This is an optimization exercise on Yosys and OpenROAD, whose aim is small area and a short achievable clock period, not a production implementation.
RTL that was checked went through simulation tests only; none was proved equivalent to the original.
Function not checked in runs 2 to 6: the RTL went through the layout flow alone.
Power and IR drop assume default switching activity.

===== run.sh =====
#!/bin/bash
# synth_recipe.tcl (not shown) runs the flow's synth.tcl, then flattens the netlist and writes it again
# the make line also repeats each setting of config.mk as NAME=value (left out here)
make -C /OpenROAD-flow-scripts/flow DESIGN_CONFIG=/design/flow/config.mk WORK_HOME=/design/flow/orfs CLKGATE_MAP_FILE= SYNTH_SCRIPT=/design/flow/synth_recipe.tcl finish

===== config.mk =====
export PLATFORM = sky130hd
export DESIGN_NAME = fpadder
export DESIGN_NICKNAME = fpadder
export VERILOG_FILES = /design/flow/design.v
export SDC_FILE = /design/flow/constraint.sdc
export NUM_CORES = 4
export LEC_CHECK = 0
export CAP_MARGIN = 20
export CORE_MARGIN = 2
export CORE_UTILIZATION = 40
export SLEW_MARGIN = 20

===== constraint.sdc =====
create_clock -name core_clock -period 4.0 [get_ports {clk}]
set_input_delay 0.8000 -clock core_clock [delete_from_list [all_inputs] [get_ports {clk}]]
set_output_delay 0.8000 -clock core_clock [all_outputs]
set_load 0.01 [all_outputs]

===== design.v =====
module fpadder( input [15:0] A, input [15:0] B, input clk, input rst, output reg [15:0] C);
reg sign_a, sign_b, sign_a1, sign_b1;
reg sign_c,sign_c1,sign_c2,sign_c3;
reg [4:0] exp_a, exp_b, exp_c, exp_c1,exp_c2,exp_c3;
reg [9:0] man_a, man_b;
reg [10:0] nor_man_a, nor_man_b, nor_man_a1, nor_man_b1;
reg [11:0] sum_c,sum_c1,sum_c2;
reg [11:0] nor_sum_c,nor_sum_c1;
reg [4:0] nor_exp_c,nor_exp_c1;
reg zero_in, zero1, zero2, zero3, zero4;
parameter d0 = 4'b0000,
		    d1 = 4'b0001,
		    d2 = 4'b0010,
		    d3 = 4'b0011,
		    d4 = 4'b0100,
		    d5 = 4'b0101,
		    d6 = 4'b0110,
		    d7 = 4'b0111,
		    d8 = 4'b1000,
		    d9 = 4'b1001;
always @(*)
	begin
	sign_a = A[15];     
	exp_a = A[14:10];
	man_a = A[9:0];
	sign_b = B[15];
	exp_b = B[14:10];
	man_b = B[9:0];
	end
always @(*) begin
	if (exp_a > exp_b) begin   
		exp_c = exp_a;
		nor_man_a = {1'b1, man_a};
		nor_man_b = {1'b1, man_b} >> (exp_a - exp_b);
		end
	else begin
		exp_c = exp_b;
		nor_man_b = {1'b1, man_b};
		nor_man_a = {1'b1, man_a} >> (exp_b - exp_a);
		end
end
always @(*) zero_in = (A==0) && (B==0);
always @(posedge clk) begin   
		zero1 <= zero_in;
		nor_man_a1 <= nor_man_a;
		nor_man_b1 <= nor_man_b;
		exp_c1 <= exp_c;
		sign_a1 <= sign_a;
		sign_b1 <= sign_b;
end
always @(*) begin
	if (sign_a1 == sign_b1) begin   
		sign_c1 = sign_a1;
		sum_c = nor_man_a1 + nor_man_b1;
	end
	else if(nor_man_a1 > nor_man_b1) begin  
			sign_c1 = sign_a1;
			sum_c = nor_man_a1 + ((~nor_man_b1) + 1'b1);
		end
	else begin
			sign_c1 = sign_b1;
			sum_c = nor_man_b1 + ((~nor_man_a1) + 1'b1);
		end
end
always @(posedge clk) begin  
	exp_c2 <= exp_c1;
	sign_c2 <= sign_c1;
	sum_c1 <= sum_c;
	zero2 <= zero1;
end
always @(posedge clk) begin  
	exp_c3 <= exp_c2;
	sign_c3 <= sign_c2;
	sum_c2 <= sum_c1;
	zero3 <= zero2;
end
always @(*) begin
	if (sum_c2[11] == 1'b1) begin      
		nor_sum_c1 = sum_c2 >> 1'b1;
		nor_exp_c1 = (exp_c3  + 'b01);
		end
	else if (sum_c2[10] == 1'b1) begin
		nor_sum_c1 = sum_c2 ;
		nor_exp_c1 = exp_c3 ;
		end
	else if (sum_c2[9] == 1'b1) begin
		nor_sum_c1 = sum_c2 << 2'b01;
		nor_exp_c1 = (exp_c3 - 'b01);
		end
	else if (sum_c2[8] == 1'b1) begin
		nor_sum_c1 = sum_c2 << 3'b10;
		nor_exp_c1 = (exp_c3 - 'b10);
		end
	else if (sum_c2[7] == 1'b1) begin
		nor_sum_c1 = sum_c2 << 2'b11;
		nor_exp_c1 = (exp_c3 - 'b11);
		end
	else if (sum_c2[6] == 1'b1) begin
		nor_sum_c1 = sum_c2 << 3'b100;
		nor_exp_c1 = (exp_c3 - 'b100);
		end
	else if (sum_c2[5] == 1'b1) begin
		nor_sum_c1 = sum_c2 << 3'b101;
		nor_exp_c1 = (exp_c3 - 'b101);
		end
	else if (sum_c2[4] == 1'b1) begin
		nor_sum_c1 = sum_c2 << 3'b110;
		nor_exp_c1 = (exp_c3 - 'b110);
		end
	else if (sum_c2[3] == 1'b1) begin
		nor_sum_c1 = sum_c2 << 3'b111;
		nor_exp_c1 = (exp_c3 - 'b111);
		end
	else if (sum_c2[2] == 1'b1) begin
		nor_sum_c1 = sum_c2 << 4'b1000;
		nor_exp_c1 = (exp_c3 - 'b1000);
		end
	else if (sum_c2[1] == 1'b1) begin
		nor_sum_c1 = sum_c2 << 4'b1001;
		nor_exp_c1 = (exp_c3 - 'b1001);
		end
	else begin
		nor_sum_c1 = sum_c2;
		nor_exp_c1 = exp_c3;
	end
end
always @(posedge clk) begin    
		nor_sum_c <= nor_sum_c1;
		nor_exp_c <= nor_exp_c1;
		sign_c <= sign_c3;
		zero4 <= zero3;
end
always @(*) begin
		if(zero4) begin  
				C = 0; end 
			else begin
		 C = {sign_c,nor_exp_c[4:0], nor_sum_c[9:0]};  
		end
end
endmodule

==> summary.txt, run 1 <==
- The total area inside the core boundary comes to 14640 sq um.
- The count of final max-slew check failures is 0.
- The final critical path time including I/O delays and setup is ~3200 ps.
- Detailed routing inserted a total of around 5500 vias.
- The leading cell type in the layout, fill and taps excluded is sky130_fd_sc_hd__dfxtp_1.
- The initial antenna violation count is 0.
- The flow ran to the end and the layout has no timing, DRC or antenna violations.
- The total power after layout is about 4.4 mW.
- From synthesis to final layout, the design area changed by 14.12%.
- The count of input and output buffers is 48.
- IR analysis of the VDD net gives a maximum drop of 0.2321 mV.
- The clock buffer count from CTS is 9.
- The number of global-route vias before repair is about 5200.
- The largest single stage delay on the critical path is 980 ps.
- The first global-routing pass estimated between 20000 and 30000 microns of wire.
- In the routed layout, each cell is associated on average with a via count of about 5.7.
- The violation count after the first detailed-route iteration is ~470.
- Walking the worst path, the cells encountered are clkdlybuf4s50_1 -> inv_1 -> fa_1 -> mux2i_1 -> a21oi_1 -> mux2i_1 -> nor2_1 -> a21oi_1 -> o31ai_1.
- Dividing the final minimum period by the clock period gives about 80%.
- In this run the worst hold path is classified as flip-flop to flip-flop.
- The worst hold path begins at sum_c1[2].
- Among all stages on the critical path, the largest delay is contributed by sky130_fd_sc_hd__fa_1.
- Once the floorplan was initialized, standard cells occupied between 40 and 50% of the core.
- Setup repair after global routing left no endpoint under its margin.
- The number of different library cells used by synthesis comes to 66.
- The number of buffers inserted to repair setup after CTS is 0.
- The library cells used most frequently in the layout, excluding fill and tap cells, are 85 x sky130_fd_sc_hd__dfxtp_1, 71 x sky130_fd_sc_hd__a21oi_1, 64 x sky130_fd_sc_hd__nand2_1.
- The hold violation count in the final report is 0.
- Setup violations remaining at the end of the flow were counted as 0.
- The data arrival time of the critical path is around 3500 ps.
- The launching element type of the critical path is a primary input.
- Counting flops and latches in the post-synthesis netlist gives 85.
- The required time of the critical path is about 4200 ps.
- Entering global routing, the biggest net connects 31 pins.
- The H-tree was split into 3 levels.
- The most used flip-flop cell after synthesis is sky130_fd_sc_hd__dfxtp_1.
- During I/O placement, the number of pins put on the boundary was 50.
- In this run the power density over the cells is approximately 640 nW/um^2.
- Summed over all cells, the static leakage comes to between 2 and 3 nW.
- The clock tree from TritonCTS is done.
- The total of fill cells in the finished design is between 1000 and 1500.
- In the synthesized netlist, the number of instances is around 760.
- The number of flops mapped to enable cells by yosys is 0.
- The clock arrives with ~10 ps of skew.
- Clock latency on the worst-skew pair, taken at its later pin, is roughly 350 ps.
- The routed design has about 16000 microns of wire.
- The count of instances resized after the clock tree is built is 0.
- In the global route stage, overall resource usage came out at 19.70%.
- The most critical setup path has its startpoint at A[11].
- The post-route antenna net violation count is 0.
- In this run the tightest slew margin relative to its limit is 34.01%.
- Along the worst path, the maximum fanout reaches 15.
- The number of buffers between clock root and the deepest sink is 2.
- Counting every sink on the clock net gives 85.
- The cell sitting at the root of the clock tree is a sky130_fd_sc_hd__clkbuf_16.
- The critical path endpoint category is a flip-flop.
- After synthesis, the share of flip-flops with an asynchronous set or reset is 0%.
- The number of placement rows is 44.
- For the pin with the worst max-slew slack, the measured transition is roughly 1000 ps.
- The first detailed-routing pass ran for 5 iterations.
- The per-cell routed wire length is ~16 microns.
- The number of nets at the end of the flow is 870.
- The critical path class is primary input to flip-flop.
- The cell area after synthesis is 6062 sq um.
- The quantity of hold-fixing buffers added after cts is 0.
- A synthesized cell averages 7.966 sq um.
- For the final routed database, the setup TNS stands at 0 ps.
- The total nets after synthesis is 853.
- The global-route congestion overflow total is 0.
- The number of antenna diodes is 0.
- The share of the Yosys chip area taken by registers is 28.07%.
- In this run the critical register-to-register path is launched from nor_man_a1[4].
- The die extent in y is roughly 130 microns.
- The tool flagged a number of max-cap violations equal to 0.
- The post-route netlist has under 10% of its cells at a drive strength greater than 1.
- The placed wire-length estimate after detailed placement is 12090 microns.
- The detailed-route DRC error count is 0.
- The horizontal die dimension is ~130 microns.
- The die covers ~16000 sq um.
- The synthesis warning total is 1.
- The clock-pin transition on the worst setup and hold timing paths is ~70 ps.
- The routability-driven placement congestion ratio is slightly above 0.9.
- The highest clock frequency the design can meet is 308.8 MHz.
-- cells by family after synthesis --
| kind of cell | Yosys count | synth area share, % |
|---|---|---|
| adders and majority gates | 58 | 12.59 |
| xor gates and xnor gates | 22 | 3.178 |
| buffers and inverters | 106 | 7.038 |
| and+or+nand+nor | 233 | 18.72 |
| muxes | 33 | 6.729 |
| DFF | 85 | 28.07 |
| AOI/OAI and AO/OA | 224 | 23.67 |
-- critical path: cells and delay by family --
kind / cells / cell delay (ps)
simple gates: 1 / 110
mux: 2 / 300
fa+ha+maj: 1 / 980
compound gates: 3 / 580
buf+inv: 2 / 710
-- cells in the mapped netlist, types with 8 or more instances --
master	n	area, sq um
sky130_fd_sc_hd__mux2i_1	25	250.2
sky130_fd_sc_hd__inv_1	56	210.2
sky130_fd_sc_hd__nand3_1	23	115.1
sky130_fd_sc_hd__xnor2_1	16	140.1
sky130_fd_sc_hd__o31ai_1	15	112.6
sky130_fd_sc_hd__a21o_1	11	82.58
sky130_fd_sc_hd__a31oi_1	8	50.05
sky130_fd_sc_hd__nand2_1	64	240.2
sky130_fd_sc_hd__ha_1	53	663.1
sky130_fd_sc_hd__clkbuf_1	37	138.9
sky130_fd_sc_hd__nor4_1	12	75.07
sky130_fd_sc_hd__nor2_1	57	214.0
sky130_fd_sc_hd__a211oi_1	11	82.58
sky130_fd_sc_hd__o21ai_0	49	245.2
sky130_fd_sc_hd__a21oi_1	71	355.3
sky130_fd_sc_hd__nor2b_1	29	181.4
sky130_fd_sc_hd__nor3_1	13	65.06
sky130_fd_sc_hd__dfxtp_1	85	1702
-- metal layers --
| metal | global-route usage (%) | up-vias | share of wire [%] |
|---|---|---|---|
| met4 | 8.597 | 0 | 2.3 |
| met1 | 25.73 | 2603 | 45 |
| met2 | 32.95 | 196 | 48 |
| li1 | - | 2719 | - |
| met3 | 2.345 | 25 | 5.4 |
| met5 | 0 | - | 0 |
-- final cells by class --
cell class                      count  area, sq um  share of cell area [%]
Clock buffer                        9        225.2                   3.256
Clock inverter                      7        76.32                   1.103
Inverter                           56        210.2                   3.039
Multi-Input combinational cell    570         3934                   56.86
Sequential cell                    85         1702                   24.60
Tap cell                          184        230.2                   3.328
Timing Repair Buffer               56        540.5                   7.813
-- through the flow --
stage	utilization, %	hold slack (ps)	area, sq um	setup WS (ps)	instances
floorplan	-	309.6	6062	1111	761
global placement	45.18	310.9	6616	431.1	951
detailed placement	45.18	312.1	6616	380.4	951
CTS	47.24	327.7	6918	764.8	967
global route	47.24	330.2	6918	543.5	967
finish	47.24	326.8	6918	761.5	967
-- registers in the layout, indices dropped and copies added, names as in the netlist, 10 cells and up --
register,count
nor_sum_c,10
nor_man_b1,11
sum_c2,12
sum_c1,12
nor_man_a1,11
-- path summary, 6_finish.rpt --
path / end / slack [ps] / depth (start not counted)
worst max-delay path: nor_man_a1[0] / 760 / 9
worst max register to register: sum_c1[10] / 780 / 11
worst min register to register: sum_c2[2] / 330 / 0
worst min-delay path: sum_c2[2] / 330 / 0
-- power breakdown --
part / internal, mW / total [mW] / switching (mW) / leakage (nW)
Clock: 0.443 / 0.819 / 0.376 / 0.149
Sequential: 1.12 / 1.49 / 0.367 / 0.714
Combinational: 0.944 / 2.10 / 1.16 / 2.03
==> run 2: changes to the inputs <==
==> design.v (replaced) <==
module fpadder(input [15:0] A, input [15:0] B, input clk, input rst, output reg [15:0] C);
wire        a_big = A[14:0] > B[14:0];
wire [4:0]  dab = A[14:10] - B[14:10];
wire [4:0]  dba = B[14:10] - A[14:10];
wire [4:0]  d   = a_big ? dab : dba;
reg        sign1, sub1;
reg [4:0]  exp1;
reg [9:0]  xm1, ym1;
reg [3:0]  sh1;
always @(posedge clk) begin
	sign1 <= a_big ? A[15] : B[15];
	sub1  <= A[15] ^ B[15];
	exp1  <= a_big ? A[14:10] : B[14:10];
	xm1   <= a_big ? A[9:0] : B[9:0];
	ym1   <= a_big ? B[9:0] : A[9:0];
	sh1   <= d[4] ? 4'hf : d[3:0];
end
reg        sign2, sub2;
reg [4:0]  exp2;
reg [9:0]  xm2;
reg [10:0] ym2;
always @(posedge clk) begin
	sign2 <= sign1;
	sub2  <= sub1;
	exp2  <= exp1;
	xm2   <= xm1;
	ym2   <= {1'b1, ym1} >> sh1;
end
reg        sign3;
reg [4:0]  exp3;
reg [11:0] s3;
always @(posedge clk) begin
	sign3 <= sign2;
	exp3  <= exp2;
	s3    <= sub2 ? {1'b0, 1'b1, xm2} - {1'b0, ym2} : {1'b0, 1'b1, xm2} + {1'b0, ym2};
end
reg [9:0] m;
reg [4:0] e;
wire zero = ~sign3 && exp3 == 5'd0 && s3 == 12'h800;
always @(*) begin
	casez (s3)
	12'b1???????????: begin m = s3[10:1];         e = exp3 + 5'd1; end
	12'b01??????????: begin m = s3[9:0];          e = exp3;        end
	12'b001?????????: begin m = {s3[8:0], 1'b0};  e = exp3 - 5'd1; end
	12'b0001????????: begin m = {s3[7:0], 2'b0};  e = exp3 - 5'd2; end
	12'b00001???????: begin m = {s3[6:0], 3'b0};  e = exp3 - 5'd3; end
	12'b000001??????: begin m = {s3[5:0], 4'b0};  e = exp3 - 5'd4; end
	12'b0000001?????: begin m = {s3[4:0], 5'b0};  e = exp3 - 5'd5; end
	12'b00000001????: begin m = {s3[3:0], 6'b0};  e = exp3 - 5'd6; end
	12'b000000001???: begin m = {s3[2:0], 7'b0};  e = exp3 - 5'd7; end
	12'b0000000001??: begin m = {s3[1:0], 8'b0};  e = exp3 - 5'd8; end
	12'b00000000001?: begin m = {s3[0], 9'b0};    e = exp3 - 5'd9; end
	default:          begin m = s3[9:0];          e = exp3;        end
	endcase
end
always @(posedge clk)
	C <= {sign3, e[4:1], e[0] & ~zero, m};
endmodule
--- a/config.mk
+++ b/config.mk
@@ -5,7 +5,9 @@
 export SDC_FILE = /design/flow/constraint.sdc
 export NUM_CORES = 4
 export LEC_CHECK = 0
+export ABC_CLOCK_PERIOD_IN_PS = 1700
 export CAP_MARGIN = 20
 export CORE_MARGIN = 2
 export CORE_UTILIZATION = 40
+export SETUP_SLACK_MARGIN = 2.3
 export SLEW_MARGIN = 20
==> run 2 against run 1 <==
Still clean; routed wire length is 17% lower; total power is 26% higher; sequential share of layout area is 1.4 points higher; cell count is 17% lower; via count is 21% lower; sequential cell count is 8 higher; non-clock buffer count is 73 higher; combinational power is 53% higher; utilization is 14 points higher; global-route usage is 0.65 points lower; hold slack worse by 0.89 ps; critical path type is now flip-flop to flip-flop; largest power group unchanged; highest routed layer unchanged.
==> summary.txt, run 2 <==
- The root cell of the clock tree is sky130_fd_sc_hd__clkbuf_16 (unchanged).
- The total setup violations reported at the end of the flow is 0 (unchanged).
- The worst slew slack as a fraction of its limit was 64.65% (was 34.01%).
- The area of the die is 13050 sq um (was 16160 sq um).
- The sum of routed wire length over all layers is 13030 microns (was 15740 microns).
- The proportion of power drawn by the clock network is 14.1% (was 18.6%).
- The routability-driven placement congestion ratio came to 0.8883 (was 0.9062).
- The largest net degree at the start of global routing is 19 (was 31).
- The leading cell type in the layout, fill and taps excluded is sky130_fd_sc_hd__dfxtp_1 (unchanged).
- Largest cells by area after synthesis: sky130_fd_sc_hd__dfxtp_1 38%, sky130_fd_sc_hd__ha_1 9.5%, sky130_fd_sc_hd__nor2_1 3.7%, sky130_fd_sc_hd__a21oi_1 3.6%, sky130_fd_sc_hd__xnor2_1 3.4% (was sky130_fd_sc_hd__dfxtp_1 28%, sky130_fd_sc_hd__ha_1 11%, sky130_fd_sc_hd__a21oi_1 5.9%, sky130_fd_sc_hd__mux2i_1 4.1%, sky130_fd_sc_hd__o21ai_0 4.0%).
- The average cell area after synthesis was 9.122 sq um (was 7.966 sq um).
- The area of all sequential standard cells is 1897 sq um (was 1702 sq um).
- The total nets after synthesis was 609 (was 853).
- The share of total power in sequential cells came to 27.9% (was 33.8%).
- The quantity of hold-fixing buffers added after cts is 0 (unchanged).
- The count of input and output buffers is 48 (unchanged).
- The most frequently used flop master after synthesis is sky130_fd_sc_hd__dfxtp_1 (unchanged).
- The share of total power consumed by net switching is 39.04% (was 43.09%).
- The sum of negative setup slack is 0 ps (unchanged).
- The initial antenna violation count is 0 (unchanged).
- The largest voltage drop on the vdd net is 0.3798 mV (was 0.2321 mV).
- Critical-path cell list: or4_4 -> nor3_4 -> a211oi_2 -> buf_4 -> fa_2 -> a21o_1 -> a21oi_2 -> nand4b_1 -> a31o_1 (was clkdlybuf4s50_1 -> inv_1 -> fa_1 -> mux2i_1 -> a21oi_1 -> mux2i_1 -> nor2_1 -> a21oi_1 -> o31ai_1).
- Unrepaired setup endpoints after global routing: yes (was no).
- The initial core utilization is 40.65% (was 41.40%).
- The source-to-sink clock delay at the later pin of the worst-skew pair is 340 ps (was 350 ps).
- The capturing point of the worst reg2reg path is C[14] (was sum_c1[10]).
- The final critical path time including I/O delays and setup was 2607 ps (was 3239 ps).
- The number of antenna diodes came to 0 (unchanged).
- Biggest regs: C (16), s3 (12), ym2 (11) (was sum_c1 (12), sum_c2 (12)).
- The critical path endpoint category was a flip-flop (unchanged).
- The share of the core filled with cells in the final layout is 61.09% (was 47.24%).
- The number of levels in the clock H-tree is 3 (unchanged).
- The post-route fraction of the period consumed by the critical path is 65.19% (was 80.96%).
- The synthesis warning total is 1 (unchanged).
- Status: complete, no violations (unchanged).
- The number of top-level design ports is 50 (unchanged).
- The highest fanout seen on the critical path is 4 (was 15).
- The largest register by flop count is C.
- The clock-pin transition on the worst setup and hold timing paths is 60 ps (was 70 ps).
- The number of nets at the end of the flow is 723 (was 870).
- The clock buffer count from CTS is 9 (unchanged).
- The fraction of synthesized cell area taken by the top area cell type is 38.29% (was 28.07%).
- The number of flops mapped to enable cells by yosys is 0 (unchanged).
- The footprint of the multi-input gates came to 3572 sq um (was 3934 sq um).
- The global-route congestion overflow total is 0 (unchanged).
- The slack of the critical path is 1393 ps (was 761.5 ps).
- The reported net switching power was 2.163 mW (was 1.901 mW).
- The area growth from synthesis to layout came to 50.28% (was 14.12%).
- The number of buffers between clock root and the deepest sink is 2 (unchanged).
- The placeable core region is 11960 sq um (was 14640 sq um).
- Most frequent cells after synthesis: 93 x sky130_fd_sc_hd__dfxtp_1, 48 x sky130_fd_sc_hd__nor2_1, 41 x sky130_fd_sc_hd__inv_1 (was 85 x sky130_fd_sc_hd__dfxtp_1, 71 x sky130_fd_sc_hd__a21oi_1, 64 x sky130_fd_sc_hd__nand2_1).
- The cell area after synthesis is 4862 sq um (was 6062 sq um).
- The detail-routed via count per cell is 5.454 (was 5.732).
- Most used cells in the layout excluding fill and tap cells: 77 x sky130_fd_sc_hd__dfxtp_1, 49 x sky130_fd_sc_hd__buf_4, 37 x sky130_fd_sc_hd__nor2_1 (was 85 x sky130_fd_sc_hd__dfxtp_1, 71 x sky130_fd_sc_hd__a21oi_1, 64 x sky130_fd_sc_hd__nand2_1).
- The die extent in y is 114.3 microns (was 127.1 microns).
- The reg-to-reg startpoint is s3[9] (was nor_man_a1[4]).
- The internal power consumption is 3.378 mW (was 2.510 mW).
- The number of flip-flops under the largest register name is 16.
- The wire length of the first global-routing pass came to 19550 microns (was 25500 microns).
- The cell at the slowest stage of the critical path is sky130_fd_sc_hd__or4_4 (was sky130_fd_sc_hd__fa_1).
- The clock tree from TritonCTS is done (unchanged).
- The required time of the critical path came to 4240 ps (about the same).
- The total of fill cells in the finished design is 944 (was 1445).
- The cell leakage power came to 3.113 nW (was 2.894 nW).
- The placed wire-length estimate after detailed placement is 7986 microns (was 12090 microns).
- The total power after layout is 5.541 mW (was 4.411 mW).
- The global-route usage over all layers is 19.05% (was 19.70%).
- The cell type with the largest total area after synthesis is sky130_fd_sc_hd__dfxtp_1 (unchanged).
- The layout cell share with drive strength beyond 1 was 48.08% (was 5.619%).
- The kind of path behind the tightest hold check is flip-flop to flip-flop (unchanged).
- The number of clock sinks is 93 (was 85).
- The slew at the pin closest to its max-slew limit is 529.5 ps (was 988.6 ps).
- The setup skew after layout is 7.474 ps (was 10.30 ps).
- The share of flip-flops with an asynchronous set or reset is 0% (unchanged).
- The number of cell instances on the worst register-to-register path was 9 (was 11).
- The violation count after the first detailed-route iteration was 217 (was 468).
- The number of global-route vias before repair came to 4168 (was 5211).
- The highest clock frequency the design can meet is 383.5 MHz (was 308.8 MHz).
- The reported max-cap violation count came to 0 (unchanged).
- The horizontal die dimension is 114.3 microns (was 127.1 microns).
- The part of the total power dissipated in combinational logic is 58.0% (was 47.7%).
- The synthesized instance count was 533 (was 761).
- The worst hold path depth is 0 (unchanged).
- The flop and latch count out of synthesis was 93 (was 85).
- The number of placement rows is 40 (was 44).
- The total cell area at the placement stage is 5648 sq um (was 6616 sq um).
- The launch instance of the worst min-delay path is exp1[4] (was sum_c1[2]).
- The most frequent cell after synthesis is sky130_fd_sc_hd__dfxtp_1 (unchanged).
- The data arrival time of the critical path is 2850 ps (was 3480 ps).
- The power density over cell area is 758.4 nW/um^2 (was 637.7 nW/um^2).
- The launching element type of the critical path is a flip-flop (was primary input).
- The hold violation count in the final report is 0 (unchanged).
- The number of search-and-repair iterations in the first detailed-routing pass was 8 (was 5).
- The area of all placed cells without fillers is 7307 sq um (was 6918 sq um).
- The internal reg-to-reg setup slack is 1390 ps (was 780 ps).
- The detailed-route DRC error count is 0 (unchanged).
- The post-route antenna net violation count was 0 (unchanged).
- The post-placement cell count is 704 (was 951).
- The capture endpoint of the worst hold path is exp2[4] (was sum_c2[2]).
- The critical path class is flip-flop to flip-flop (was primary input to flip-flop).
- The number of distinct library cell variants in the gate-level netlist after synthesis came to 69 (was 66).
- The portion of the post-synthesis area used by sequential elements was 38.29% (was 28.07%).
- The worst slack at placement was 662.6 ps (was 380.4 ps).
- The per-cell routed wire length is 16.33 microns (was 16.27 microns).
- The overall via count from detail_route was 4352 (was 5543).
- The count of final max-slew check failures is 0 (unchanged).
- The maximum cell stage delay along the critical path is 580 ps (was 980 ps).
- The final standard cell count with taps included and fillers excluded is 798 (was 967).
- The smallest hold slack is 325.9 ps (was 326.8 ps).
[run 2: cell count changes in the layout (fill, tap and decap cells not counted), moves of 18 or more]
| cell | before | now |
|---|---|---|
| sky130_fd_sc_hd__nor2_1 | 57 | 37 |
| sky130_fd_sc_hd__nor2b_1 | 29 | 2 |
| sky130_fd_sc_hd__nand3_1 | 23 | 3 |
| sky130_fd_sc_hd__nand2_1 | 64 | 21 |
| sky130_fd_sc_hd__inv_1 | 56 | 22 |
| sky130_fd_sc_hd__ha_1 | 53 | 16 |
| sky130_fd_sc_hd__buf_2 | 0 | 18 |
| sky130_fd_sc_hd__ha_4 | 0 | 19 |
| sky130_fd_sc_hd__clkdlybuf4s50_1 | 48 | 2 |
| sky130_fd_sc_hd__a21oi_1 | 71 | 22 |
| sky130_fd_sc_hd__o21ai_0 | 48 | 9 |
| sky130_fd_sc_hd__buf_6 | 0 | 27 |
| sky130_fd_sc_hd__buf_4 | 8 | 49 |
[run 2: cells by family (layout without fill, tap and decap cells)]
logic type / Yosys count / in the layout / synth area share [%]
and+or+nand+nor: 143 / 143 / 15.41
AOI/OAI and AO/OA: 134 / 134 / 18.12
DFF: 93 / 93 / 38.29
buffers and inverters: 68 / 186 / 5.764
adders and majority gates: 42 / 42 / 11.58
xor gates and xnor gates: 27 / 27 / 4.864
muxes: 26 / 26 / 5.970
[run 2: cell type report]
cell class / count / share of cell area (%)
sequential: 93 / 25.96
clock buffer: 10 / 3.271
clock inverter: 5 / 0.4966
inverter: 42 / 2.414
timing repair buffer: 129 / 16.46
multi-input combinational: 372 / 48.89
tap: 147 / 2.517
[run 2: metal layers]
layer	global-route usage [%]	vias up	wire [microns]
li1	-	2125	-
met5	0	-	0
met3	3.335	48	510
met4	9.756	0	498
met1	22.16	2053	5483
met2	33.57	126	6540
[run 2: power groups by stage]
stage	Sequential [mW]	Combinational, mW	Clock [mW]
finish	1.54	3.22	0.782
global route	1.58	3.46	0.838
CTS	1.53	2.84	0.800
detailed placement	1.59	2.11	0
global placement	1.59	2.07	0
floorplan	1.40	1.81	0
[run 2: repair_timing]
action | 4_1_cts | 5_1_grt
endpoints found under the setup margin | 73 | 66
resized for setup | 272 | 103
buffers inserted | 56 | 18
pin swaps | 58 | 50
gates cloned | 2 | 3
[run 2: critical path, delay by kind of cell, from the launching register on]
kind	cells	cell delay, ps
and+or+nand+nor	3	930
AOI/OAI and AO/OA	4	690
adders and majority gates	1	370
DFF	1	350
buffers and inverters	1	170
[run 2: worst max path at each step]
stage	start	endpoint	cells past startpoint
finish	s3[9]	C[14]	9
global placement	A[11]	ym1[9]	9
floorplan	s3[7]	C[13]	12
CTS	s3[6]	C[14]	9
detailed placement	B[4]	sh1[3]	10
global route	s3[9]	C[13]	10
==> run 3: changes to the inputs <==
--- a/config.mk
+++ b/config.mk
@@ -5,9 +5,7 @@
 export SDC_FILE = /design/flow/constraint.sdc
 export NUM_CORES = 4
 export LEC_CHECK = 0
-export ABC_CLOCK_PERIOD_IN_PS = 1700
 export CAP_MARGIN = 20
 export CORE_MARGIN = 2
 export CORE_UTILIZATION = 40
-export SETUP_SLACK_MARGIN = 2.3
 export SLEW_MARGIN = 20
==> run 3 against run 2 <==
Largest power group unchanged; via count decreased by 13%; clock-buffer cell count fell by 1; design area is 21% lower; global-route usage is 2.7 points lower; clock skew grew 0.79 ps; sequential cell count unchanged; cell count fell by 9.4%; sequential power about the same; still clean on timing, DRC and antenna; utilization is 13 points lower.
==> summary.txt, run 3 <==
- Status: complete, no violations (unchanged).
- The slack of the critical path is 681.5 ps (was 1393 ps).
- The largest net degree at the start of global routing was 34 (was 19).
- The total power after layout is 4.319 mW (was 5.541 mW).
- The largest register by flop count is C (unchanged).
- The area growth from synthesis to layout came to 18.09% (was 50.28%).
- The number of placement rows is 40 (unchanged).
- The kind of path behind the tightest hold check is flip-flop to flip-flop (unchanged).
- The share of flip-flops with an asynchronous set or reset is 0% (unchanged).
- The smallest hold slack is 319.7 ps (was 325.9 ps).
- The leading cell type in the layout, fill and taps excluded is sky130_fd_sc_hd__dfxtp_1 (unchanged).
- The number of search-and-repair iterations in the first detailed-routing pass is 6 (was 8).
- The per-cell routed wire length is 13.85 microns (was 16.33 microns).
- The overall via count from detail_route is 3800 (was 4352).
- The most frequent cell after synthesis is sky130_fd_sc_hd__dfxtp_1 (unchanged).
- The wire length of the first global-routing pass was 16930 microns (was 19550 microns).
- The synthesis warning total was 1 (unchanged).
- The count of input and output buffers is 48 (unchanged).
- The cell area after synthesis is 4862 sq um (unchanged).
- The count of instances resized after the clock tree is built is 0 (was 272).
- The total of fill cells in the finished design is 1165 (was 944).
- The sum of negative setup slack is 0 ps (unchanged).
- The initial antenna violation count came to 0 (unchanged).
- The number of nets at the end of the flow is 647 (was 723).
- The horizontal die dimension is 114.3 microns (unchanged).
- The detail-routed via count per cell is 5.256 (was 5.454).
- The area of all sequential standard cells came to 1862 sq um (was 1897 sq um).
- The count of final max-slew check failures is 0 (unchanged).
- The placed wire-length estimate after detailed placement is 7660 microns (was 7986 microns).
- The flop and latch count out of synthesis came to 93 (unchanged).
- Most used cells in the layout excluding fill and tap cells: 93 x sky130_fd_sc_hd__dfxtp_1, 48 x sky130_fd_sc_hd__nor2_1, 48 x sky130_fd_sc_hd__clkdlybuf4s50_1 (was 77 x sky130_fd_sc_hd__dfxtp_1, 49 x sky130_fd_sc_hd__buf_4, 37 x sky130_fd_sc_hd__nor2_1).
- The share of the core filled with cells in the final layout is 48.00% (was 61.09%).
- The cell type with the largest total area after synthesis is sky130_fd_sc_hd__dfxtp_1 (unchanged).
- The synthesized instance count is 533 (unchanged).
- The number of top-level design ports is 50 (unchanged).
- Biggest regs: C (16), s3 (12), ym2 (11) (unchanged).
- The power density over cell area is 752.3 nW/um^2 (was 758.4 nW/um^2).
- The most frequently used flop master after synthesis is sky130_fd_sc_hd__dfxtp_1 (unchanged).
- The quantity of hold-fixing buffers added after cts is 0 (unchanged).
- The final critical path time including I/O delays and setup is 3319 ps (was 2607 ps).
- The footprint of the multi-input gates came to 2728 sq um (was 3572 sq um).
- The sum of routed wire length over all layers is 10010 microns (was 13030 microns).
- The global-route congestion overflow total is 0 (unchanged).
- The die extent in y is 114.3 microns (unchanged).
- The critical path endpoint category was a flip-flop (unchanged).
- The setup skew after layout is 8.260 ps (was 7.474 ps).
- The highest clock frequency the design can meet is 301.3 MHz (was 383.5 MHz).
- The hold violation count in the final report came to 0 (unchanged).
- The total nets after synthesis is 609 (unchanged).
- The root cell of the clock tree is sky130_fd_sc_hd__clkbuf_16 (unchanged).
- The global-route usage over all layers is 16.32% (was 19.05%).
- The number of buffers inserted to repair setup after CTS came to 0 (was 56).
- The routability-driven placement congestion ratio came to 0.8547 (was 0.8883).
- The portion of the post-synthesis area used by sequential elements is 38.29% (unchanged).
- The post-route antenna net violation count is 0 (unchanged).
- The initial core utilization is 40.65% (unchanged).
- The number of flip-flops under the largest register name is 16 (unchanged).
- The number of antenna diodes is 0 (unchanged).
- The critical path class is flip-flop to flip-flop (unchanged).
- The fraction of synthesized cell area taken by the top area cell type is 38.29% (unchanged).
- The placeable core region is 11960 sq um (unchanged).
- The clock tree from TritonCTS is done (unchanged).
- The number of global-route vias before repair is 3652 (was 4168).
- The number of flops mapped to enable cells by yosys is 0 (unchanged).
- The layout cell share with drive strength beyond 1 is 8.681% (was 48.08%).
- The detailed-route DRC error count was 0 (unchanged).
- The clock buffer count from CTS is 9 (unchanged).
- The worst slew slack as a fraction of its limit is 54.63% (was 64.65%).
- The reported max-cap violation count was 0 (unchanged).
- The number of levels in the clock H-tree is 3 (unchanged).
- The number of buffers between clock root and the deepest sink is 2 (unchanged).
- The launching element type of the critical path was a flip-flop (unchanged).
- Unrepaired setup endpoints after global routing: no (was yes).
- The number of cell instances on the worst register-to-register path was 13 (was 9).
- The source-to-sink clock delay at the later pin of the worst-skew pair is 350 ps (was 340 ps).
- The largest voltage drop on the vdd net was 0.2804 mV (was 0.3798 mV).
- The total setup violations reported at the end of the flow is 0 (unchanged).
- The slew at the pin closest to its max-slew limit is 675.5 ps (was 529.5 ps).
- The number of distinct library cell variants in the gate-level netlist after synthesis is 69 (unchanged).
- The required time of the critical path is 4240 ps (about the same).
- The area of the die is 13050 sq um (unchanged).
- The clock-pin transition on the worst setup and hold timing paths came to 70 ps (was 60 ps).
- The post-route fraction of the period consumed by the critical path is 82.96% (was 65.19%).
- The data arrival time of the critical path was 3560 ps (was 2850 ps).
- Most frequent cells after synthesis: 93 x sky130_fd_sc_hd__dfxtp_1, 48 x sky130_fd_sc_hd__nor2_1, 41 x sky130_fd_sc_hd__inv_1 (unchanged).
- The cell leakage power is 2.417 nW (was 3.113 nW).
- The number of clock sinks is 93 (unchanged).
- The worst slack at placement is 310.5 ps (was 662.6 ps).
- Largest cells by area after synthesis: sky130_fd_sc_hd__dfxtp_1 38%, sky130_fd_sc_hd__ha_1 9.5%, sky130_fd_sc_hd__nor2_1 3.7%, sky130_fd_sc_hd__a21oi_1 3.6%, sky130_fd_sc_hd__xnor2_1 3.4% (unchanged).
- The highest fanout seen on the critical path is 9 (was 4).
- The worst hold path depth came to 0 (unchanged).
- The average cell area after synthesis is 9.122 sq um (unchanged).
- The violation count after the first detailed-route iteration came to 182 (was 217).
==> run 3: cells by family (layout without fill, tap and decap cells) <==
logic type / after synthesis / after routing / synth area share, %
fa+ha+maj: 42 / 42 / 11.58
xor+xnor: 27 / 27 / 4.864
buf+inv: 68 / 111 / 5.764
flops: 93 / 93 / 38.29
simple gates: 143 / 143 / 15.41
compound gates: 134 / 134 / 18.12
mux: 26 / 26 / 5.970
==> run 3: cell type report <==
class                   count  area share, %
clock buffers               9          3.922
clock inverters             7          1.155
inverters                  42          2.767
multi-input cells         372          47.50
flip-flops and latches     93          32.43
well taps                 147          3.203
repair buffers             53          9.022
==> run 3: stage by stage <==
step	std cells	cell area (sq um)
2_1_floorplan	533	4862
5_1_grt	723	5742
4_1_cts	723	5742
3_3_place_gp	707	5450
3_5_place_dp	707	5450
6_report	723	5742
==> run 3: final timing paths <==
kind | to | slack [ps] | start
min | exp3[0] | 320 | exp2[0]
min reg2reg | exp3[0] | 320 | exp2[0]
max reg2reg | C[13] | 680 | s3[10]
max | C[13] | 680 | s3[10]
==> run 3: routing by layer <==
| layer | part of all wire, % | wire length, microns | GRT usage (%) | vias to the layer above |
|---|---|---|---|---|
| met5 | 0 | 0 | 0 | - |
| met4 | 2.0 | 201 | 6.667 | 0 |
| met3 | 5.1 | 512 | 3.706 | 22 |
| met2 | 48 | 4758 | 27.46 | 119 |
| met1 | 45 | 4537 | 20.22 | 1702 |
| li1 | - | - | - | 1957 |
==> run 3: critical path, cell delays in order (launching register included) <==
cell and delay [ps]:
sky130_fd_sc_hd__dfxtp_1 440, sky130_fd_sc_hd__or4_4 590, sky130_fd_sc_hd__nor2_4 210, sky130_fd_sc_hd__o21ai_1 170, sky130_fd_sc_hd__inv_1 100, sky130_fd_sc_hd__nor3_1 50
sky130_fd_sc_hd__buf_4 150, sky130_fd_sc_hd__a211oi_1 390, sky130_fd_sc_hd__ha_1 320, sky130_fd_sc_hd__a21o_1 180, sky130_fd_sc_hd__a21oi_1 160, sky130_fd_sc_hd__xor2_1 190
sky130_fd_sc_hd__nand2_1 70, sky130_fd_sc_hd__a21o_1 190
==> run 3: where the power goes <==
group          internal, mW  switching (mW)  leakage (nW)
clock                 0.438           0.393         0.138
combinational         0.969           0.990          1.50
sequential             1.21           0.321         0.781
total                  2.62            1.70          2.42
==> run 4: changes to the inputs <==
==> design.v (replaced) <==
module fpadder(input [15:0] A, input [15:0] B, input clk, input rst, output reg [15:0] C);
wire [4:0] ea = A[14:10], eb = B[14:10];
wire       gte = ea > eb;
wire [4:0] dab = ea - eb;
wire [4:0] dba = eb - ea;
reg        sign1, sub1, tie1;
reg [4:0]  exp1, sh1;
reg [9:0]  xm1, ym1;
always @(posedge clk) begin
	sign1 <= (A[14:0] > B[14:0]) ? A[15] : B[15];
	sub1  <= A[15] ^ B[15];
	tie1  <= (ea == eb) && (A[9:0] > B[9:0]);
	exp1  <= gte ? ea : eb;
	sh1   <= gte ? dab : dba;
	xm1   <= gte ? A[9:0] : B[9:0];
	ym1   <= gte ? B[9:0] : A[9:0];
end
wire [10:0] ys = {1'b1, ym1} >> sh1[3:0];
wire [10:0] yv = tie1 ? {1'b1, xm1} : (sh1[4] ? 11'd0 : ys);
reg        sign2, sub2;
reg [4:0]  exp2;    
reg [9:0]  xm2;
reg [10:0] ym2;
always @(posedge clk) begin
	sign2 <= sign1;
	sub2  <= sub1;
	exp2  <= exp1 + 5'd1;
	xm2   <= tie1 ? ym1 : xm1;
	ym2   <= yv ^ {11{sub1}};
end
reg        sign3;
reg [4:0]  exp3;    
reg [11:0] s3;
always @(posedge clk) begin
	sign3 <= sign2;
	exp3  <= exp2;
	s3    <= {2'b01, xm2} + {sub2, ym2} + {11'd0, sub2};
end
reg [3:0] k;
always @(*) begin
	casez (s3[11:1])
	11'b1??????????: k = 4'd0;
	11'b01?????????: k = 4'd1;
	11'b001????????: k = 4'd2;
	11'b0001???????: k = 4'd3;
	11'b00001??????: k = 4'd4;
	11'b000001?????: k = 4'd5;
	11'b0000001????: k = 4'd6;
	11'b00000001???: k = 4'd7;
	11'b000000001??: k = 4'd8;
	11'b0000000001?: k = 4'd9;
	11'b00000000001: k = 4'd10;
	default:         k = 4'd1;
	endcase
end
wire [12:0] w = {s3, 1'b0} << k;
wire [4:0]  e = exp3 - {1'b0, k};
wire zero = ~sign3 && exp3 == 5'd1 && s3 == 12'h800;
always @(posedge clk)
	C <= {sign3, e[4:1], e[0] & ~zero, w[11:2]};
endmodule
--- a/config.mk
+++ b/config.mk
@@ -8,4 +8,5 @@
 export CAP_MARGIN = 20
 export CORE_MARGIN = 2
 export CORE_UTILIZATION = 40
+export SETUP_SLACK_MARGIN = 2.3
 export SLEW_MARGIN = 20
==> run 4 against run 3 <==
Sequential power hardly changed; still clean on timing, DRC and antenna; total power is 11% higher; sequential share of layout area is 5.7 points lower; synthesized area is 1.5% lower; combinational power is 23% higher; die area is 1.5% lower; sequential cell count is 2 higher.
==> summary.txt, run 4 <==
- Status: complete, no violations (unchanged).
- The total nets after synthesis is 563 (was 609).
- The placed wire-length estimate after detailed placement was 7103 microns (was 7660 microns).
- The violation count after the first detailed-route iteration came to 206 (was 182).
- The global-route usage over all layers is 17.80% (was 16.32%).
- The required time of the critical path was 4220 ps (was 4240 ps).
- The number of flip-flops under the largest register name is 16 (unchanged).
- The number of nets at the end of the flow came to 677 (was 647).
- The portion of the post-synthesis area used by sequential elements was 39.73% (was 38.29%).
- The most frequent cell after synthesis is sky130_fd_sc_hd__dfxtp_1 (unchanged).
- The number of antenna diodes is 0 (unchanged).
- The synthesized instance count is 490 (was 533).
- The share of total power consumed by net switching is 36.00% (was 39.45%).
- The clock tree from TritonCTS is done (unchanged).
- The initial core utilization came to 41.39% (was 40.65%).
- The number of global-route vias before repair is 3970 (was 3652).
- The final critical path time including I/O delays and setup is 2165 ps (was 3319 ps).
- The largest register by flop count is C (unchanged).
- The largest voltage drop on the vdd net is 0.2394 mV (was 0.2804 mV).
- The slew at the pin closest to its max-slew limit is 742.7 ps (was 675.5 ps).
- The worst hold path depth was 0 (unchanged).
- The capture endpoint of the worst hold path is exp3[3] (was exp3[0]).
- The clock-pin transition on the worst setup and hold timing paths is 60 ps (was 70 ps).
- The number of cell instances on the worst register-to-register path is 10 (was 13).
- The detail-routed via count per cell was 5.245 (was 5.256).
- The overall via count from detail_route is 3944 (was 3800).
- Critical-path cell list: buf_8 -> inv_8 -> ha_4 -> nand4_1 -> buf_4 -> nor2_4 -> o21ai_4 -> buf_12 -> buf_8 -> nor3_4 -> a21oi_2 -> xor2_1 (was or4_4 -> nor2_4 -> o21ai_1 -> inv_1 -> nor3_1 -> buf_4 -> a211oi_1 -> ha_1 -> a21o_1 -> a21oi_1 -> xor2_1 -> nand2_1 -> a21o_1).
- The launching instance or port of the critical path is A[11] (was s3[10]).
- The flop and latch count out of synthesis is 95 (was 93).
- The root cell of the clock tree is sky130_fd_sc_hd__clkbuf_16 (unchanged).
- The most frequently used flop master after synthesis is sky130_fd_sc_hd__dfxtp_1 (unchanged).
- The proportion of power drawn by the clock network is 17.9% (was 19.2%).
- The total of fill cells in the finished design is 891 (was 1165).
- The cell area after synthesis is 4787 sq um (was 4862 sq um).
- The sum of negative setup slack is 0 ps (unchanged).
- The synthesis warning total was 1 (unchanged).
- The placeable core region is 11560 sq um (was 11960 sq um).
- The highest fanout seen on the critical path was 6 (was 9).
- The count of final max-slew check failures came to 0 (unchanged).
- The number of clock sinks was 95 (was 93).
- The routability-driven placement congestion ratio is 0.8970 (was 0.8547).
- The horizontal die dimension is 113.4 microns (was 114.3 microns).
- The share of total power in sequential cells is 31.6% (was 35.4%).
- The count of input and output buffers came to 48 (unchanged).
- Biggest regs: C (16), s3 (12), ym2 (11) (unchanged).
- Largest cells by area after synthesis: sky130_fd_sc_hd__dfxtp_1 40%, sky130_fd_sc_hd__ha_1 8.9%, sky130_fd_sc_hd__inv_1 3.3%, sky130_fd_sc_hd__mux2_2 3.3%, sky130_fd_sc_hd__mux4_2 3.3% (was sky130_fd_sc_hd__dfxtp_1 38%, sky130_fd_sc_hd__ha_1 9.5%, sky130_fd_sc_hd__nor2_1 3.7%, sky130_fd_sc_hd__a21oi_1 3.6%, sky130_fd_sc_hd__xnor2_1 3.4%).
- The power density over cell area is 659.1 nW/um^2 (was 752.3 nW/um^2).
- The launching element type of the critical path is a primary input (was flip-flop).
- The share of flip-flops with an asynchronous set or reset is 0% (unchanged).
- The part of the total power dissipated in combinational logic came to 50.5% (was 45.4%).
- The total setup violations reported at the end of the flow is 0 (unchanged).
- The number of flops mapped to enable cells by yosys is 0 (unchanged).
- The initial antenna violation count is 0 (unchanged).
- The setup skew after layout is 6.051 ps (was 8.260 ps).
- The post-placement cell count is 663 (was 707).
- The area growth from synthesis to layout is 51.52% (was 18.09%).
- The number of levels in the clock H-tree is 3 (unchanged).
- The data arrival time of the critical path is 2390 ps (was 3560 ps).
- The clock buffer count from CTS is 9 (unchanged).
- The layout cell share with drive strength beyond 1 was 51.56% (was 8.681%).
- The hold violation count in the final report is 0 (unchanged).
- The reported net switching power is 1.721 mW (was 1.704 mW).
- Most frequent cells after synthesis: 95 x sky130_fd_sc_hd__dfxtp_1, 42 x sky130_fd_sc_hd__inv_1, 34 x sky130_fd_sc_hd__ha_1 (was 93 x sky130_fd_sc_hd__dfxtp_1, 48 x sky130_fd_sc_hd__nor2_1, 41 x sky130_fd_sc_hd__inv_1).
- The sum of routed wire length over all layers is 12050 microns (was 10010 microns).
- The number of placement rows is 39 (was 40).
- The cell at the slowest stage of the critical path is sky130_fd_sc_hd__ha_4 (was sky130_fd_sc_hd__or4_4).
- The leading cell type in the layout, fill and taps excluded is sky130_fd_sc_hd__dfxtp_1 (unchanged).
- The average cell area after synthesis is 9.770 sq um (was 9.122 sq um).
- The number of top-level design ports is 50 (unchanged).
- The post-route antenna net violation count is 0 (unchanged).
- The number of distinct library cell variants in the gate-level netlist after synthesis is 57 (was 69).
- The die extent in y was 113.4 microns (was 114.3 microns).
- The final standard cell count with taps included and fillers excluded is 752 (was 723).
- The worst slew slack as a fraction of its limit was 50.42% (was 54.63%).
- The area of the die is 12860 sq um (was 13050 sq um).
- The cell leakage power is 3.009 nW (was 2.417 nW).
- The maximum cell stage delay along the critical path came to 260 ps (was 590 ps).
- The reg-to-reg startpoint is sub2 (was s3[10]).
- The critical path endpoint category was a flip-flop (unchanged).
- The post-route fraction of the period consumed by the critical path was 54.14% (was 82.96%).
- The number of buffers between clock root and the deepest sink was 2 (unchanged).
- The largest net degree at the start of global routing is 26 (was 34).
- The highest clock frequency the design can meet is 461.8 MHz (was 301.3 MHz).
- The wire length of the first global-routing pass is 18310 microns (was 16930 microns).
- The cell type with the largest total area after synthesis is sky130_fd_sc_hd__dfxtp_1 (unchanged).
- Most used cells in the layout excluding fill and tap cells: 79 x sky130_fd_sc_hd__dfxtp_1, 46 x sky130_fd_sc_hd__buf_4, 29 x sky130_fd_sc_hd__buf_6 (was 93 x sky130_fd_sc_hd__dfxtp_1, 48 x sky130_fd_sc_hd__nor2_1, 48 x sky130_fd_sc_hd__clkdlybuf4s50_1).
- The internal power consumption is 3.059 mW (was 2.615 mW).
- The internal reg-to-reg setup slack is 1880 ps (was 680 ps).
- The critical path class was primary input to flip-flop (was flip-flop to flip-flop).
- The per-cell routed wire length is 16.02 microns (was 13.85 microns).
- The capturing point of the worst reg2reg path is s3[10] (was C[13]).
- The reported max-cap violation count is 0 (unchanged).
- The fraction of synthesized cell area taken by the top area cell type is 39.73% (was 38.29%).
- The quantity of hold-fixing buffers added after cts was 0 (unchanged).
- The kind of path behind the tightest hold check is flip-flop to flip-flop (unchanged).
- The most used cell along the critical path is sky130_fd_sc_hd__buf_8 (was sky130_fd_sc_hd__a21o_1).
- The launch instance of the worst min-delay path is exp2[3] (was exp2[0]).
- The global-route congestion overflow total came to 0 (unchanged).
- The detailed-route DRC error count came to 0 (unchanged).
- The number of search-and-repair iterations in the first detailed-routing pass is 4 (was 6).
- Unrepaired setup endpoints after global routing: yes (was no).
- The source-to-sink clock delay at the later pin of the worst-skew pair is 340 ps (was 350 ps).
==> run 4: area by class of cell <==
type,instances,area (sq um),area share (%)
clock buffers,10,239.0,3.295
clock inverters,6,58.81,0.8108
inverters,45,226.5,3.122
multi-input cells,332,3433,47.33
flip-flops and latches,95,1939,26.74
well taps,143,178.9,2.467
repair buffers,121,1177,16.23
==> run 4: power groups by stage <==
| stage | Combinational (mW) | Sequential, mW | Clock, mW |
|---|---|---|---|
| floorplan | 1.24 | 1.47 | 0 |
| global placement | 1.61 | 1.52 | 0 |
| detailed placement | 1.63 | 1.52 | 0 |
| CTS | 2.20 | 1.51 | 0.870 |
| global route | 2.61 | 1.54 | 0.913 |
| finish | 2.41 | 1.51 | 0.856 |
==> run 4: worst max-delay path, delay by kind of cell <==
family                     cells  cell delay [ps]
buffers and inverters          5              600
and+or+nand+nor                3              430
adders and majority gates      1              260
xor gates and xnor gates       1              160
AOI/OAI and AO/OA              2              140
==> run 4: how the worst max path moves through the flow <==
stage,endpoint,slack (ps),cells after the start
final,sh1[4],1830,12
after global placement,xm1[9],720,8
after global routing,s3[10],1730,10
after CTS,sh1[2],1870,10
after detailed placement,xm1[9],680,8
after floorplan,xm1[1],1700,8
==> run 4: cells by family (layout without fill, tap and decap cells) <==
| group | Yosys count | count (layout) | synth area share (%) |
|---|---|---|---|
| simple gates | 105 | 105 | 11.16 |
| buf+inv | 64 | 182 | 5.593 |
| compound gates | 114 | 115 | 15.60 |
| mux | 42 | 42 | 11.27 |
| fa+ha+maj | 39 | 39 | 10.98 |
| xor+xnor | 31 | 31 | 5.672 |
| flops | 95 | 95 | 39.73 |
==> run 4: through the flow <==
step                      utilization [%]  hold WS [ps]  power (mW)  area, sq um  worst slack, ps
after floorplan                         -         309.6       2.708         5065             1701
after detailed placement            48.54         313.2       3.155         5614            683.8
final                               62.72         320.7       4.781         7253             1835
after CTS                           59.36         322.7       4.578         6865             1871
after global placement              48.54         313.9       3.125         5614            717.3
after global routing                62.72         327.8       5.067         7253             1730
==> run 4: per-layer routing <==
layer / track usage (%) / part of all wire (%) / vias to the layer above
li1: - / - / 1976
met1: 19.20 / 40 / 1840
met2: 32.26 / 53 / 108
met3: 3.613 / 3.8 / 20
met4: 10.33 / 2.5 / 0
met5: 0 / 0 / -
==> run 4: repair_timing <==
item | 4_1_cts | 5_1_grt
hold endpoints to repair | 0 | 0
gates resized for setup | 277 | 100
pin swaps | 64 | 46
endpoints found under the setup margin | 77 | 72
cloned | 3 | 2
setup buffers | 49 | 19
==> run 5: changes to the inputs <==
--- a/config.mk
+++ b/config.mk
@@ -8,5 +8,5 @@
 export CAP_MARGIN = 20
 export CORE_MARGIN = 2
 export CORE_UTILIZATION = 40
-export SETUP_SLACK_MARGIN = 2.3
+export SETUP_SLACK_MARGIN = 2.1
 export SLEW_MARGIN = 20
==> run 5 against run 4 <==
Clock skew is 2.5 ps lower; design area is 6.2% lower; total power is 9.1% lower; register-to-register slack hardly changed; routed wire length is 7.6% lower; synthesized cell count stayed put; clock-buffer cell count is 1 higher; critical path depth is 2 lower; cell count is 2.9% lower; largest cell class unchanged; utilization is 3.9 points lower; die area stayed put.
==> summary.txt, run 5 <==
- The global-route congestion overflow total came to 0 (unchanged).
- The number of buffers between clock root and the deepest sink came to 2 (unchanged).
- The leading cell type in the layout, fill and taps excluded is sky130_fd_sc_hd__dfxtp_1 (unchanged).
- The highest fanout seen on the critical path is 2 (was 6).
- The post-route fraction of the period consumed by the critical path was 53.31% (was 54.14%).
- Largest cells by area after synthesis: sky130_fd_sc_hd__dfxtp_1 40%, sky130_fd_sc_hd__ha_1 8.9%, sky130_fd_sc_hd__inv_1 3.3%, sky130_fd_sc_hd__mux2_2 3.3%, sky130_fd_sc_hd__mux4_2 3.3% (unchanged).
- The share of the core filled with cells in the final layout is 58.83% (was 62.72%).
- The cell type with the largest total area after synthesis was sky130_fd_sc_hd__dfxtp_1 (unchanged).
- The clock buffer count from CTS came to 9 (unchanged).
- The smallest hold slack is 323.2 ps (was 320.7 ps).
- The launching element type of the critical path is a flip-flop (was primary input).
- The highest clock frequency the design can meet is 468.9 MHz (was 461.8 MHz).
- The placed wire-length estimate after detailed placement is 7160 microns (was 7103 microns).
- The internal power consumption came to 2.794 mW (was 3.059 mW).
- Biggest regs: C (16), s3 (12), ym2 (11) (unchanged).
- The global-route usage over all layers is 17.20% (was 17.80%).
- The share of flip-flops with an asynchronous set or reset is 0% (unchanged).
- The total setup violations reported at the end of the flow came to 0 (unchanged).
- The share of total power in sequential cells is 34.8% (was 31.6%).
- The number of antenna diodes came to 0 (unchanged).
- The kind of path behind the tightest hold check is flip-flop to flip-flop (unchanged).
- The number of distinct library cell variants in the gate-level netlist after synthesis is 57 (unchanged).
- The cell leakage power is 2.862 nW (was 3.009 nW).
- The largest voltage drop on the vdd net is 0.2320 mV (was 0.2394 mV).
- The worst slew slack as a fraction of its limit came to 52.11% (was 50.42%).
- The number of global-route vias before repair is 3882 (was 3970).
- Most frequent cells after synthesis: 95 x sky130_fd_sc_hd__dfxtp_1, 42 x sky130_fd_sc_hd__inv_1, 34 x sky130_fd_sc_hd__ha_1 (unchanged).
- The reported max-cap violation count is 0 (unchanged).
- Most used cells in the layout excluding fill and tap cells: 84 x sky130_fd_sc_hd__dfxtp_1, 39 x sky130_fd_sc_hd__buf_4, 23 x sky130_fd_sc_hd__inv_1 (was 79 x sky130_fd_sc_hd__dfxtp_1, 46 x sky130_fd_sc_hd__buf_4, 29 x sky130_fd_sc_hd__buf_6).
- The cell area after synthesis is 4787 sq um (unchanged).
- The number of flip-flops under the largest register name is 16 (unchanged).
- The number of cell instances on the worst register-to-register path is 10 (unchanged).
- The final critical path time including I/O delays and setup was 2133 ps (was 2165 ps).
- The per-cell routed wire length is 15.25 microns (was 16.02 microns).
- The violation count after the first detailed-route iteration was 138 (was 206).
- The number of clock sinks is 95 (unchanged).
- Status: complete, no violations (unchanged).
- The worst hold path depth is 0 (unchanged).
- The flop and latch count out of synthesis is 95 (unchanged).
- The proportion of power drawn by the clock network is 20.5% (was 17.9%).
- The detail-routed via count per cell came to 5.264 (was 5.245).
- The slew at the pin closest to its max-slew limit is 717.4 ps (was 742.7 ps).
- The largest net degree at the start of global routing is 26 (unchanged).
- The number of flops mapped to enable cells by yosys is 0 (unchanged).
- The largest register by flop count is C (unchanged).
- The number of search-and-repair iterations in the first detailed-routing pass came to 4 (unchanged).
- The reported net switching power is 1.550 mW (was 1.721 mW).
- The global routing usage on met1 is 18.69% (was 19.20%).
- The portion of the post-synthesis area used by sequential elements came to 39.73% (unchanged).
- The part of the total power dissipated in combinational logic came to 44.8% (was 50.5%).
- The fraction of synthesized cell area taken by the top area cell type came to 39.73% (unchanged).
- The hold violation count in the final report is 0 (unchanged).
- The share of total power consumed by net switching was 35.69% (was 36.00%).
- The detailed-route DRC error count is 0 (unchanged).
- The layout cell share with drive strength beyond 1 is 42.08% (was 51.56%).
- The most used routing layer in global routing is met2 (unchanged).
- The global routing met3 resource utilization is 2.922% (was 3.613%).
- The clock tree from TritonCTS is done (unchanged).
- The area growth from synthesis to layout is 42.13% (was 51.52%).
- The die extent in y is 113.4 microns (unchanged).
- The count of final max-slew check failures came to 0 (unchanged).
- The most frequently used flop master after synthesis was sky130_fd_sc_hd__dfxtp_1 (unchanged).
- The data arrival time of the critical path is 2410 ps (was 2390 ps).
- The root cell of the clock tree is sky130_fd_sc_hd__clkbuf_16 (unchanged).
- The sum of routed wire length over all layers was 11130 microns (was 12050 microns).
- The placeable core region is 11560 sq um (unchanged).
- The most frequent cell after synthesis is sky130_fd_sc_hd__dfxtp_1 (unchanged).
- The number of nets at the end of the flow is 656 (was 677).
- The post-route antenna net violation count came to 0 (unchanged).
- The met2 demand-to-capacity share in global routing came to 31.14% (was 32.26%).
- The count of input and output buffers is 48 (unchanged).
- The total nets after synthesis is 563 (unchanged).
- The wire length of the first global-routing pass was 17660 microns (was 18310 microns).
- The source-to-sink clock delay at the later pin of the worst-skew pair was 350 ps (was 340 ps).
- The critical path endpoint category was a flip-flop (unchanged).
- The routability-driven placement congestion ratio is 0.8718 (was 0.8970).
- The number of levels in the clock H-tree is 3 (unchanged).
- The number of placement rows is 39 (unchanged).
- The power density over cell area was 638.4 nW/um^2 (was 659.1 nW/um^2).
- The overall via count from detail_route is 3843 (was 3944).
- The critical path class is flip-flop to flip-flop (was primary input to flip-flop).
- The quantity of hold-fixing buffers added after cts came to 0 (unchanged).
- The initial core utilization is 41.39% (unchanged).
- The internal reg-to-reg setup slack came to 1870 ps (was 1880 ps).
- The number of top-level design ports is 50 (unchanged).
- The sum of negative setup slack was 0 ps (unchanged).
- The synthesis warning total is 1 (unchanged).
- The horizontal die dimension is 113.4 microns (unchanged).
- The setup skew after layout is 3.524 ps (was 6.051 ps).
- The synthesized instance count came to 490 (unchanged).
- The average cell area after synthesis is 9.770 sq um (unchanged).
- The area of the die is 12860 sq um (unchanged).
- The initial antenna violation count is 0 (unchanged).
- The required time of the critical path is 4280 ps (was 4220 ps).
- The clock-pin transition on the worst setup and hold timing paths is 60 ps (about the same).
- Unrepaired setup endpoints after global routing: yes (unchanged).
[run 5: path summary, 6_finish.rpt]
check | endpoint | from
worst max-delay path | s3[10] | sub2
worst min-delay path | exp3[2] | exp2[2]
worst max register to register | s3[10] | sub2
worst min register to register | exp3[2] | exp2[2]
[run 5: kinds of logic after synthesis]
group	count (synthesis)	synth area share, %
simple gates	105	11.16
compound gates	114	15.60
mux	42	11.27
flops	95	39.73
xor+xnor	31	5.672
buf+inv	64	5.593
fa+ha+maj	39	10.98
[run 5: worst max-delay path, stage by stage (launching register included)]
cell,delay (ps)
sky130_fd_sc_hd__dfxtp_2,320
sky130_fd_sc_hd__inv_2,50
sky130_fd_sc_hd__fa_2,210
sky130_fd_sc_hd__inv_2,40
sky130_fd_sc_hd__fa_2,380
sky130_fd_sc_hd__a21oi_4,160
sky130_fd_sc_hd__o21ai_2,110
sky130_fd_sc_hd__a2111oi_4,340
sky130_fd_sc_hd__o31ai_2,110
sky130_fd_sc_hd__a21oi_1,190
sky130_fd_sc_hd__xor2_1,150
[run 5: routing by layer]
| metal | up-vias | part of all wire (%) |
|---|---|---|
| met5 | - | 0 |
| met4 | 0 | 3.2 |
| met3 | 34 | 3.6 |
| met2 | 91 | 52 |
| met1 | 1794 | 41 |
| li1 | 1924 | - |
[run 5: layout make-up]
class,count,area [sq um]
fill,920,4761
multi-input combinational,332,3211
sequential,95,1921
timing repair buffer,100,977.2
clock buffer,11,264.0
inverter,45,201.4
tap,143,178.9
clock inverter,4,51.30
[run 5: power by group through the flow]
stage | clock, mW | combinational, mW | sequential [mW]
CTS | 0.912 | 1.87 | 1.51
floorplan | 0 | 1.22 | 1.46
global route | 0.947 | 2.12 | 1.54
global placement | 0 | 1.60 | 1.51
detailed placement | 0 | 1.62 | 1.52
finish | 0.890 | 1.94 | 1.51
[run 5: repair_timing]
item / CTS / global route
pin swaps: 42 / 26
resized for setup: 217 / 68
cloned: 4 / 0
setup buffers: 40 / 8
setup endpoints to repair: 70 / 51
[run 5: stage by stage]
step / setup slack (ps) / cell area [sq um] / total power, mW / std cells
final: 1867 / 6804 / 4.344 / 730
after global routing: 1741 / 6804 / 4.613 / 730
after CTS: 1884 / 6590 / 4.292 / 722
after detailed placement: 796.5 / 5578 / 3.136 / 663
after global placement: 847.0 / 5578 / 3.110 / 663
after floorplan: 1700 / 5026 / 2.689 / 490
==> run 6: changes to the inputs <==
--- a/design.v
+++ b/design.v
@@ -1,22 +1,22 @@
 module fpadder(input [15:0] A, input [15:0] B, input clk, input rst, output reg [15:0] C);
 wire [4:0] ea = A[14:10], eb = B[14:10];
-wire       gte = ea > eb;
+wire       gte  = ea > eb;
+wire       abig = A[14:0] > B[14:0];
 wire [4:0] dab = ea - eb;
 wire [4:0] dba = eb - ea;
-reg        sign1, sub1, tie1;
+reg        sign1, sub1;
 reg [4:0]  exp1, sh1;
 reg [9:0]  xm1, ym1;
 always @(posedge clk) begin
-	sign1 <= (A[14:0] > B[14:0]) ? A[15] : B[15];
+	sign1 <= abig ? A[15] : B[15];
 	sub1  <= A[15] ^ B[15];
-	tie1  <= (ea == eb) && (A[9:0] > B[9:0]);
 	exp1  <= gte ? ea : eb;
 	sh1   <= gte ? dab : dba;
-	xm1   <= gte ? A[9:0] : B[9:0];
-	ym1   <= gte ? B[9:0] : A[9:0];
+	xm1   <= abig ? A[9:0] : B[9:0];
+	ym1   <= abig ? B[9:0] : A[9:0];
 end
 wire [10:0] ys = {1'b1, ym1} >> sh1[3:0];
-wire [10:0] yv = tie1 ? {1'b1, xm1} : (sh1[4] ? 11'd0 : ys);
+wire [10:0] yv = sh1[4] ? 11'd0 : ys;
 reg        sign2, sub2;
 reg [4:0]  exp2;    
 reg [9:0]  xm2;
@@ -25,7 +25,7 @@
 	sign2 <= sign1;
 	sub2  <= sub1;
 	exp2  <= exp1 + 5'd1;
-	xm2   <= tie1 ? ym1 : xm1;
+	xm2   <= xm1;
 	ym2   <= yv ^ {11{sub1}};
 end
 reg        sign3;
--- a/config.mk
+++ b/config.mk
@@ -8,5 +8,5 @@
 export CAP_MARGIN = 20
 export CORE_MARGIN = 2
 export CORE_UTILIZATION = 40
-export SETUP_SLACK_MARGIN = 2.1
+export SETUP_SLACK_MARGIN = 1.8
 export SLEW_MARGIN = 20
==> run 6 against run 5 <==
Critical path type is now primary input to flip-flop; via count is 13% lower; largest cell class unchanged; first-iteration DRC count is 14% lower; design area is 13% lower; register-to-register slack better by 50 ps.
==> summary.txt, run 6 <==
- The fraction of synthesized cell area taken by the top area cell type is 41.86% (was 39.73%).
- The most frequent cell after synthesis was sky130_fd_sc_hd__dfxtp_1 (unchanged).
- The met1 wire length is 3907 microns (was 4588 microns).
- The critical path class is primary input to flip-flop (was flip-flop to flip-flop).
- The cell leakage power is 2.564 nW (was 2.862 nW).
- The number of top-level design ports is 50 (unchanged).
- The largest net degree at the start of global routing is 17 (was 26).
- Status: complete, no violations (unchanged).
- The initial antenna violation count is 1 (was 0).
- The root cell of the clock tree is sky130_fd_sc_hd__clkbuf_8 (was sky130_fd_sc_hd__clkbuf_16).
- The final critical path time including I/O delays and setup is 2452 ps (was 2133 ps).
- The synthesized instance count was 472 (was 490).
- The count of final max-slew check failures is 0 (unchanged).
- The violation count after the first detailed-route iteration is 118 (was 138).
- The count of buffering cells on the critical path with inverters included is 4 (was 2).
- The area of the die was 12100 sq um (was 12860 sq um).
- The highest clock frequency the design can meet is 407.8 MHz (was 468.9 MHz).
- The power density over cell area is 631.5 nW/um^2 (was 638.4 nW/um^2).
- The number of buffers between clock root and the deepest sink is 2 (unchanged).
- The number of flip-flops under the largest register name came to 16 (unchanged).
- The kind of path behind the tightest hold check is flip-flop to flip-flop (unchanged).
- The number of clock sinks came to 94 (was 95).
- The detailed-route DRC error count came to 0 (unchanged).
## run 6: changes by cell type after synthesis, moves of 5 or more
cell / delta
sky130_fd_sc_hd__o21ai_1: -13
sky130_fd_sc_hd__nor2_1: +10
sky130_fd_sc_hd__o21ai_0: +10
sky130_fd_sc_hd__mux2_2: -9
sky130_fd_sc_hd__mux4_2: -6
sky130_fd_sc_hd__nand2_1: +6
sky130_fd_sc_hd__a22oi_1: -5
## run 6: cells by family after synthesis
| group | Yosys count | synth area share (%) |
|---|---|---|
| and+or+nand+nor | 121 | 12.80 |
| AOI/OAI and AO/OA | 99 | 14.47 |
| DFF | 94 | 41.86 |
| buffers and inverters | 59 | 5.566 |
| adders and majority gates | 40 | 11.97 |
| muxes | 30 | 7.682 |
| xor gates and xnor gates | 29 | 5.650 |
## run 6: per-stage QoR
stage          util, %  hold slack [ps]  std cells
2_1_floorplan        -            309.6        472
3_3_place_gp     47.66            311.3        648
3_5_place_dp     47.66            312.1        648
4_1_cts          53.15            326.6        678
5_1_grt          54.23            331.0        686
6_report         54.23            322.9        686
## run 6: path summary, 6_finish.rpt
check            end  slack (ps)  cells past startpoint
max           xm1[5]        1550                     10
min          exp3[4]         320                      0
max reg2reg   s3[11]        1920                      9
min reg2reg  exp3[4]         320                      0
## run 6: power by group through the flow
stage | clock network (mW) | registers [mW] | logic, mW
global route | 0.764 | 1.48 | 1.76
CTS | 0.720 | 1.44 | 1.53
floorplan | 0 | 1.40 | 1.03
finish | 0.701 | 1.45 | 1.58
global placement | 0 | 1.45 | 1.39
detailed placement | 0 | 1.45 | 1.41
## run 6: worst reg2reg max path, stage by stage, from the launching register on
cell	delay (ps)
sky130_fd_sc_hd__dfxtp_1	320
sky130_fd_sc_hd__inv_1	50
sky130_fd_sc_hd__fa_2	400
sky130_fd_sc_hd__nor2b_1	180
sky130_fd_sc_hd__o31a_1	210
sky130_fd_sc_hd__nor3_1	80
sky130_fd_sc_hd__nand4b_1	190
sky130_fd_sc_hd__a41oi_1	280
sky130_fd_sc_hd__a211oi_2	140
sky130_fd_sc_hd__xnor2_1	140
## run 6: per-layer routing
| metal | GRT usage (%) | vias up |
|---|---|---|
| met5 | 0 | - |
| met4 | 5.515 | 0 |
| met3 | 2.822 | 12 |
| met2 | 28.05 | 74 |
| met1 | 17.86 | 1509 |
| li1 | - | 1758 |
## run 6: cell type report
cell class	count	area, sq um
repair buffers	73	719.4
clock buffers	10	137.6
clock inverters	6	93.84
well taps	140	175.2
flip-flops and latches	94	1893
multi-input cells	319	2698
fillers	957	4984
inverters	44	187.7
## run 6: timing repair
item,in CTS,in global routing
gates resized for setup,143,35
endpoints found under the hold margin,0,0
buffers inserted,12,8
gates cloned,2,0
pin swaps,25,20
setup endpoints to repair,44,31

==> what the ideal ports hide <==
In the flow no input, the clock included, has a driving cell. The finished layouts below were timed again as built, in two steps. Step 1: set_driving_cell puts a clkbuf_16 on clk and a buf_2 on each other input, an assumption about the parent block. Step 2 also shifts input and output timing later by t, the mid clock arrival at the registers, as if the neighbouring blocks saw the same clock. Three values: ideal ports, drivers, drivers and shift; two values: the first two.
run | t (ns) | setup WS [ns]
run 1 | 0.385 | 0.761 / 0.774 / 0.389
run 2 | 0.377 | 1.393 / 1.393 / 1.167
run 3 | 0.381 | 0.681 / 0.681 / 0.318
run 4 | 0.371 | 1.835 / 1.822 / 1.451
run 5 | 0.381 | 1.867 / 1.867 / 1.518
run 6 | 0.375 | 1.548 / 1.520 / 1.145
After both steps setup and hold are still met in every run listed.
